What follows belongs to an exercise in optimizing a design on an open flow for small area; a production flow would make more cautious choices.
Only simulation tests tie the RTL to the original design; equivalence was not proved.

==> trial 9: inputs <==
==> flow/design.v <==
`default_nettype    none
module    gps_rca(i_a, i_b, i_c, o_s, o_c);
    parameter    W = 16;
    input   wire    [W-1:0]    i_a, i_b;
    input   wire               i_c;
    output  wire    [W-1:0]    o_s;
    output  wire               o_c;
    wire    [W:0]    c;
    assign  c[0] = i_c;
    genvar  k;
    generate for (k = 0; k < W; k = k + 1)
    begin : BIT
        assign o_s[k]   = i_a[k] ^ i_b[k] ^ c[k];
        assign c[k+1]   = (i_a[k] & i_b[k]) | (i_a[k] & c[k])
                        | (i_b[k] & c[k]);
    end endgenerate
    assign  o_c = c[W];
endmodule
module    gps_csadd32(i_a, i_b, i_c, o_s, o_c);
    input   wire    [31:0]    i_a, i_b;
    input   wire              i_c;
    output  wire    [31:0]    o_s;
    output  wire              o_c;
    wire    [15:0]    lo, hi0, hi1;
    wire              clo, c0, c1;
    gps_rca #(16) lower(i_a[15:0],  i_b[15:0],  i_c,  lo,  clo);
    gps_rca #(16) upper0(i_a[31:16], i_b[31:16], 1'b0, hi0, c0);
    gps_rca #(16) upper1(i_a[31:16], i_b[31:16], 1'b1, hi1, c1);
    assign  o_s = { (clo ? hi1 : hi0), lo };
    assign  o_c = clo ? c1 : c0;
endmodule
`default_nettype    none
module    gpsclock(i_clk, i_rst, i_pps, o_pps, o_led,
            o_tracking, o_count, o_step, o_err, o_locked, o_dbg);
    parameter [31:0] DEFAULT_STEP = 32'h0fa0_3c21; 
    input wire    i_clk, i_rst;
    input wire    i_pps;
    output reg    o_pps;
    output reg    o_led;
    output reg              o_tracking;
    output reg    [63:0]    o_count, o_step, o_err;
    output reg              o_locked;
    output wire    [1:0]    o_dbg;
    localparam [47:0] PRE_STEP48 = { DEFAULT_STEP[27:0], 20'h00 }
                        >> DEFAULT_STEP[31:28];
    localparam [63:0] PRE_STEP = { 16'h00, PRE_STEP48 };
    localparam [32:0] BETA   = 33'h0_14bd_a12f;
    localparam [32:0] GAMMA  = 33'h0_1f53_3ae8;
    localparam [32:0] NBETA  = -BETA;
    localparam [32:0] NGAMMA = -GAMMA;
    localparam [16:0] LFSR_LED_OFF1 = 17'h04389;    
    localparam [16:0] LFSR_LED_ON2  = 17'h1a60b;    
    localparam [16:0] LFSR_LED_OFF2 = 17'h0fae8;    
    localparam [16:0] LFSR_TIMEOUT  = 17'h110c3;    
    reg    pps_d, ck_pps, lst_pps;
    always @(posedge i_clk)
    if (i_rst)
        { pps_d, ck_pps, lst_pps } <= 3'b000;
    else
        { pps_d, ck_pps, lst_pps } <= { i_pps, pps_d, ck_pps };
    wire    pps_edge = ck_pps && !lst_pps;
    reg    [15:0]    tec_lo, tec_hi;
    reg              tec_c, tick_enable_carry;
    wire   [15:0]    tec_lo_sum, tec_hi_sum;
    wire             tec_lo_carry, tec_hi_carry;
    gps_rca #(16) teclo(tec_lo, o_step[45:30], 1'b1,
                tec_lo_sum, tec_lo_carry);
    gps_rca #(16) techi(tec_hi, o_step[61:46], tec_c,
                tec_hi_sum, tec_hi_carry);
    always @(posedge i_clk)
    if (i_rst || pps_edge)
    begin
        tick_enable_carry <= 1'b0;
        { tec_hi, tec_c, tec_lo } <= 0;
    end else begin
        tick_enable_carry <= tick_enable_carry || tec_hi_carry
                    || ((&tec_hi_sum) && tec_lo_carry);
        { tec_hi, tec_c, tec_lo } <= { tec_hi_sum, tec_lo_carry,
                    tec_lo_sum };
    end
    wire    tick = pps_edge && tick_enable_carry;
    assign  o_dbg = { tick_enable_carry, tick };
    reg    [5:0]     rot;
    reg    [6:0]     seq_blk;
    reg              seq_pend, seq_active;
    reg    [2:0]     tick_dly;     
    always @(posedge i_clk)
    if (i_rst)
        rot <= 0;
    else
        rot <= rot + 1'b1;
    wire    blk_end = (rot == 6'd63);
    always @(posedge i_clk)
    if (i_rst)
    begin
        seq_pend   <= 1'b0;
        seq_active <= 1'b0;
    end else if (tick)
    begin
        seq_pend   <= 1'b1;
        seq_active <= 1'b0;
    end else if (blk_end)
    begin
        if (seq_pend)
            seq_active <= 1'b1;
        else if (seq_blk == 7'd96)
            seq_active <= 1'b0;
        seq_pend <= 1'b0;
    end
    always @(posedge i_clk)
    if (blk_end)
        seq_blk <= seq_pend ? 7'h7f : (seq_blk + 1'b1);
    always @(posedge i_clk)
    if (i_rst)
        tick_dly <= 0;
    else if (tick)
        tick_dly <= 3'd1;
    else if (tick_dly != 0)
        tick_dly <= tick_dly + 1'b1;
    wire    [5:0]    sq_r = rot;              
    wire    [4:0]    sq_i = seq_blk[4:0];     
    wire    ph_gamma  = seq_active && (seq_blk[6:5] == 2'b00);
    wire    ph_filter = seq_active && ((seq_blk == 7'd32)
                    || ((seq_blk == 7'd33) && (rot[5:1] == 0)));
    wire    ph_beta   = seq_active && (seq_blk[6:5] == 2'b10);
    wire    ph_step   = seq_active && (seq_blk == 7'd96);
    wire    ph_mpy    = ph_gamma || ph_beta;
    wire    use_prod  = (tick_dly == 3'd5);
    wire    gamma_hold = seq_pend || ph_gamma
                    || (seq_active && (seq_blk == 7'h7f));
    reg    step_changed;
    always @(posedge i_clk)
    if (tick)
        step_changed <= o_tracking;
    reg    [31:0]    p_count;
    reg              cnt_carry, rst_d;
    reg    [63:0]    r_count_correction;
    wire   [31:0]    cnt_lo_sum, cnt_hi_sum;
    wire             cnt_lo_carry, cnt_hi_carry;
    gps_csadd32 cntlo(p_count, r_count_correction[31:0], 1'b0,
                cnt_lo_sum, cnt_lo_carry);
    gps_csadd32 cnthi(o_count[63:32], r_count_correction[63:32], cnt_carry,
                cnt_hi_sum, cnt_hi_carry);
    always @(posedge i_clk)
        rst_d <= i_rst;
    always @(posedge i_clk)
    if (i_rst || rst_d)
    begin
        o_count   <= 0;
        p_count   <= 0;
        cnt_carry <= 0;
        o_pps     <= 0;
    end else begin
        { cnt_carry, p_count } <= { cnt_lo_carry, cnt_lo_sum };
        o_count[63:32] <= cnt_hi_sum;
        o_pps <= cnt_hi_carry && !r_count_correction[63];
        o_count[31:0] <= p_count;
    end
    reg    [63:0]    r_filtered_err;
    reg    [63:0]    beta_acc;     
    reg    [63:0]    gamma_acc;    
    always @(posedge i_clk)
    if (use_prod && step_changed)
        r_count_correction <= beta_acc;
    else
        r_count_correction <= o_step;
    reg             m_x, m_xnext, f_zero;
    always @(posedge i_clk)
    begin
        if (rot == { 1'b0, sq_i + 1'b1 })
            m_xnext <= r_filtered_err[32] && !f_zero;
        if (blk_end)
            m_x <= m_xnext;
    end
    wire    [5:0]   m_k    = sq_r - { 1'b0, sq_i };
    wire            m_inb  = (sq_r >= { 1'b0, sq_i });
    wire    [32:0]  m_c33  = (sq_i == 5'd31)
                        ? (ph_gamma ? NGAMMA : NBETA)
                        : (ph_gamma ? GAMMA  : BETA);
    wire    [63:0]  m_c    = { 31'h0, m_c33 };
    wire            m_cbit = m_inb && m_c[m_k];
    wire            m_abit = m_x && m_cbit;
    wire            m_first = (sq_i == 5'd0);
    wire            m_pbit = ph_gamma ? (gamma_acc[0] && !(m_first && rot[5]))
                        : (beta_acc[0] && !m_first);
    reg             m_carry;
    wire            m_cin  = (sq_r != 0) && m_carry;
    wire            m_sum  = m_pbit ^ m_abit ^ m_cin;
    always @(posedge i_clk)
        m_carry <= (m_pbit & m_abit) | (m_pbit & m_cin) | (m_abit & m_cin);
    wire            n_obit = o_step[sq_r];
    wire            n_hi   = sq_r[5];
    reg             n_sign, n_c32, n_carry, r_carry;
    wire            n_sbit = n_hi ? n_sign : gamma_acc[32];
    wire            n_cin  = (sq_r != 0) && n_carry;
    wire            n_bit  = n_obit ^ n_sbit ^ n_cin;
    wire            n_cout = (n_obit & n_sbit) | (n_obit & n_cin)
                        | (n_sbit & n_cin);
    wire            r_cin  = (sq_r != 0) && r_carry;
    wire            r_bit  = beta_acc[0] ^ n_bit ^ r_cin;
    always @(posedge i_clk)
    begin
        n_carry <= n_cout;
        r_carry <= (beta_acc[0] & n_bit) | (beta_acc[0] & r_cin)
                | (n_bit & r_cin);
        if (ph_step && (sq_r == 6'd0))
            n_sign <= gamma_acc[63];
        if (ph_step && (sq_r == 6'd31))
            n_c32 <= n_cout;
    end
    reg              f_dcarry, f_scarry, f_dly1, f_dly2, f_d63;
    wire    [6:0]    f_j    = { seq_blk[0], rot };
    wire             f_ebit = o_err[f_j[5:0]];
    wire             f_fbit = r_filtered_err[0] && !f_zero;
    wire             f_dbit = f_ebit ^ !f_fbit ^ f_dcarry;
    wire             f_dsel = f_j[6] ? f_d63 : f_dbit;
    wire             f_sbit = f_dly2 ^ f_dsel ^ f_scarry;
    always @(posedge i_clk)
    if (!ph_filter)
    begin
        f_dcarry <= 1'b1;
        f_scarry <= 1'b0;
    end else begin
        f_dcarry <= (f_ebit & !f_fbit) | (f_ebit & f_dcarry)
                    | (!f_fbit & f_dcarry);
        if (f_j >= 7'd2)
            f_scarry <= (f_dly2 & f_dsel) | (f_dly2 & f_scarry)
                    | (f_dsel & f_scarry);
    end
    always @(posedge i_clk)
    begin
        f_dly1 <= f_fbit;
        f_dly2 <= f_dly1;
        if (!f_j[6])
            f_d63 <= f_dbit;
    end
    always @(posedge i_clk)
    if (i_rst || (!o_tracking && !gamma_hold))
        f_zero <= 1'b1;
    else if (ph_filter && (f_j == 7'd65))
        f_zero <= 1'b0;
    always @(posedge i_clk)
        r_filtered_err <= { r_filtered_err[0], r_filtered_err[63],
            (ph_filter && (f_j >= 7'd2)) ? f_sbit : r_filtered_err[62],
            r_filtered_err[61:1] };
    always @(posedge i_clk)
    if (ph_gamma)
        gamma_acc[63:32] <= { m_sum, gamma_acc[63:33] };
    else if (ph_step)
        gamma_acc[63:32] <= { gamma_acc[0], gamma_acc[63:33] };
    always @(posedge i_clk)
    if (i_rst)
        gamma_acc[31:0] <= 0;
    else
        gamma_acc[31:0] <= { ph_gamma ? gamma_acc[32]
                    : ph_step ? (n_hi ? gamma_acc[32] : n_bit)
                    : gamma_acc[0], gamma_acc[31:1] };
    always @(posedge i_clk)
    if (ph_beta)
        beta_acc <= { m_sum, beta_acc[63:1] };
    else if (ph_step)
        beta_acc <= { r_bit, beta_acc[63:1] };
    wire            s_up = n_c32 && !n_sign;
    wire            s_dn = n_sign && !n_c32;
    wire    [32:0]  s_flip;
    assign  s_flip[0] = s_up || s_dn;
    genvar  gk;
    generate for (gk = 0; gk < 32; gk = gk + 1)
    begin : STEPHI
        assign s_flip[gk+1] = s_flip[gk] && (o_step[32+gk] ^ s_dn);
    end endgenerate
    always @(posedge i_clk)
    if (i_rst)
        o_step <= PRE_STEP;
    else if (o_tracking && tick)
        o_step <= { o_step[63:32] ^ s_flip[31:0], gamma_acc[63:32] };
    reg              cnt_lo_nz;
    wire    [63:0]   neg_or;
    assign  neg_or[0]  = 1'b0;
    assign  neg_or[32] = cnt_lo_nz;
    generate for (gk = 1; gk < 64; gk = gk + 1)
    begin : NEG
        if (gk != 32)
        begin : OR
            assign neg_or[gk] = neg_or[gk-1] | o_count[gk-1];
        end
    end endgenerate
    always @(posedge i_clk)
    if (i_rst || rst_d)
        cnt_lo_nz <= 1'b0;
    else
        cnt_lo_nz <= |p_count;
    always @(posedge i_clk)
    if (i_rst)
        o_err <= 0;
    else if (tick)
        o_err <= o_count ^ neg_or;
    reg    [16:0]    since_tick;
    reg              no_pulse, led_window;
    always @(posedge i_clk)
    if (i_rst || tick)
        since_tick <= 17'h1;
    else
        since_tick <= { since_tick[15:0],
                    since_tick[16] ^ since_tick[13] };
    always @(posedge i_clk)
    if (i_rst)
    begin
        no_pulse   <= 1'b1;
        led_window <= 1'b1;
    end else if (tick)
    begin
        no_pulse   <= 1'b0;
        led_window <= 1'b1;
    end else begin
        if (since_tick == LFSR_TIMEOUT)
            no_pulse <= 1'b1;
        if ((since_tick == LFSR_LED_OFF1) || (since_tick == LFSR_LED_OFF2))
            led_window <= 1'b0;
        else if (since_tick == LFSR_LED_ON2)
            led_window <= 1'b1;
    end
    always @(posedge i_clk)
    if (i_rst)
        o_led <= 1'b0;
    else if (no_pulse)
        o_led <= o_count[63];
    else
        o_led <= led_window || (o_count[63:60] == 4'h0);
    reg    [2:0]    count_valid_ticks;
    always @(posedge i_clk)
    if (i_rst)
        count_valid_ticks <= 3'h0;
    else if (tick && (count_valid_ticks < 3'h7))
        count_valid_ticks <= count_valid_ticks + 1'b1;
    else if (no_pulse)
        count_valid_ticks <= 3'h0;
    always @(posedge i_clk)
    if (i_rst)
        o_tracking <= 1'b0;
    else if (tick && (&count_valid_ticks))
        o_tracking <= 1'b1;
    else if (tick || (count_valid_ticks == 0))
        o_tracking <= 1'b0;
    always @(posedge i_clk)
    if (i_rst)
        o_locked <= 1'b0;
    else if (tick)
        o_locked <= o_tracking && ((o_err[63:56] == 8'hff)
                    || (o_err[63:56] == 8'h00));
endmodule
==> flow/flow/run.sh <==
#!/bin/bash
# Standard layout, except that the port buffers use the smallest buffer
# and clock tree synthesis adds no dummy loads.
export BUFFER_PORTS_ARGS="-buffer_cell sky130_fd_sc_hd__buf_1"
export CTS_ARGS="-sink_clustering_enable -repair_clock_nets -dont_use_dummy_load -sink_clustering_size 28 -sink_clustering_max_diameter 120"
bash standard.sh > standard.log 2>&1
==> flow/standard.sh <==
#!/bin/bash
# synth_recipe.tcl (not shown) runs the flow's synth.tcl, then flattens the netlist and writes it again
# the make line also repeats each setting of config.mk as NAME=value (left out here)
make -C /OpenROAD-flow-scripts/flow DESIGN_CONFIG=/design/flow/config.mk WORK_HOME=/design/flow/orfs CLKGATE_MAP_FILE= SYNTH_SCRIPT=/design/flow/synth_recipe.tcl "${@:-finish}"
==> flow/config.mk <==
export PLATFORM = sky130hd
export DESIGN_NAME = gpsclock
export DESIGN_NICKNAME = gpsclock
export VERILOG_FILES = /design/flow/design.v
export SDC_FILE = /design/flow/constraint.sdc
export NUM_CORES = 4
export LEC_CHECK = 0
export CAP_MARGIN = 20
export CORE_AREA = 2 2 254.255 254.255
export DIE_AREA = 0 0 256.255 256.255
export SLEW_MARGIN = 20
==> flow/constraint.sdc <==
create_clock -name core_clock -period 10.0 [get_ports {i_clk}]
set_input_delay 2.0000 -clock core_clock [delete_from_list [all_inputs] [get_ports {i_clk}]]
set_output_delay 2.0000 -clock core_clock [all_outputs]
set_load 0.01 [all_outputs]
==> build 78: changes against trial 9 <==
==> flow/flow/run.sh (replaced) <==
#!/bin/bash
# Standard layout, except that the port buffers use the smallest buffer
# and clock tree synthesis adds no dummy loads.
export BUFFER_PORTS_ARGS="-buffer_cell sky130_fd_sc_hd__buf_1"
export CTS_ARGS="-sink_clustering_enable -repair_clock_nets -dont_use_dummy_load -sink_clustering_size 20 -sink_clustering_max_diameter 100"
bash standard.sh > standard.log 2>&1
- CORE_AREA: 2 2 254.255 254.255 -> 2 2 198.1 198.1
- DIE_AREA: 0 0 256.255 256.255 -> 0 0 200.1 200.1
==> trial 75: changes against trial 9 <==
==> flow/run.sh (new file) <==
#!/bin/bash
# synth_recipe.tcl (not shown) runs the flow's synth.tcl, then flattens the netlist and writes it again
# the make line also repeats each setting of config.mk as NAME=value (left out here)
make -C /OpenROAD-flow-scripts/flow DESIGN_CONFIG=/design/flow/config.mk WORK_HOME=/design/flow/orfs CLKGATE_MAP_FILE= SYNTH_SCRIPT=/design/flow/synth_recipe.tcl finish
- CTS_BUF_LIST: unset -> sky130_fd_sc_hd__clkbuf_8
- CTS_CLUSTER_DIAMETER: unset -> 80
- CTS_CLUSTER_SIZE: unset -> 15
removed: flow/flow/run.sh
removed: flow/standard.sh
==> run notes <==
- Clock skew: build 78 < trial 75 < trial 9.
- Worst hold slack, lowest first: build 78, trial 75, trial 9.
- The lowest setup slack belongs to build 78, the highest to trial 9.
- Via count: trial 9 < build 78 < trial 75.

## re-timing with driven ports
Ports are ideal in the flow. The routed layouts listed here were re-timed in OpenROAD.
Step 1: set_driving_cell puts a clkbuf_16 on i_clk and a buf_2 on each other input, an assumption about the parent block.
Step 2 moves the port delays by t, midway between the first and last clock arrival at a register: inputs arrive t later, outputs are due t later. That takes back most of the time a late clock gives input paths.
Three values: ideal ports, drivers, drivers and shift; two values: the first two.
run	t, ns	setup slack, ns	worst hold slack (ns)	worst setup path after step 2	pins driven straight from the clock port
trial 9	0.621	1.678 / 1.678 / 1.678	0.321 / 0.321 / 0.321	register to register	1
build 78	0.595	1.597 / 1.597 / 1.597	0.317 / 0.317 / 0.317	register to register	1
trial 75	0.691	1.634 / 1.634 / 1.634	0.320 / 0.320 / 0.320	register to register	1
After both steps every run listed still meets setup and hold.
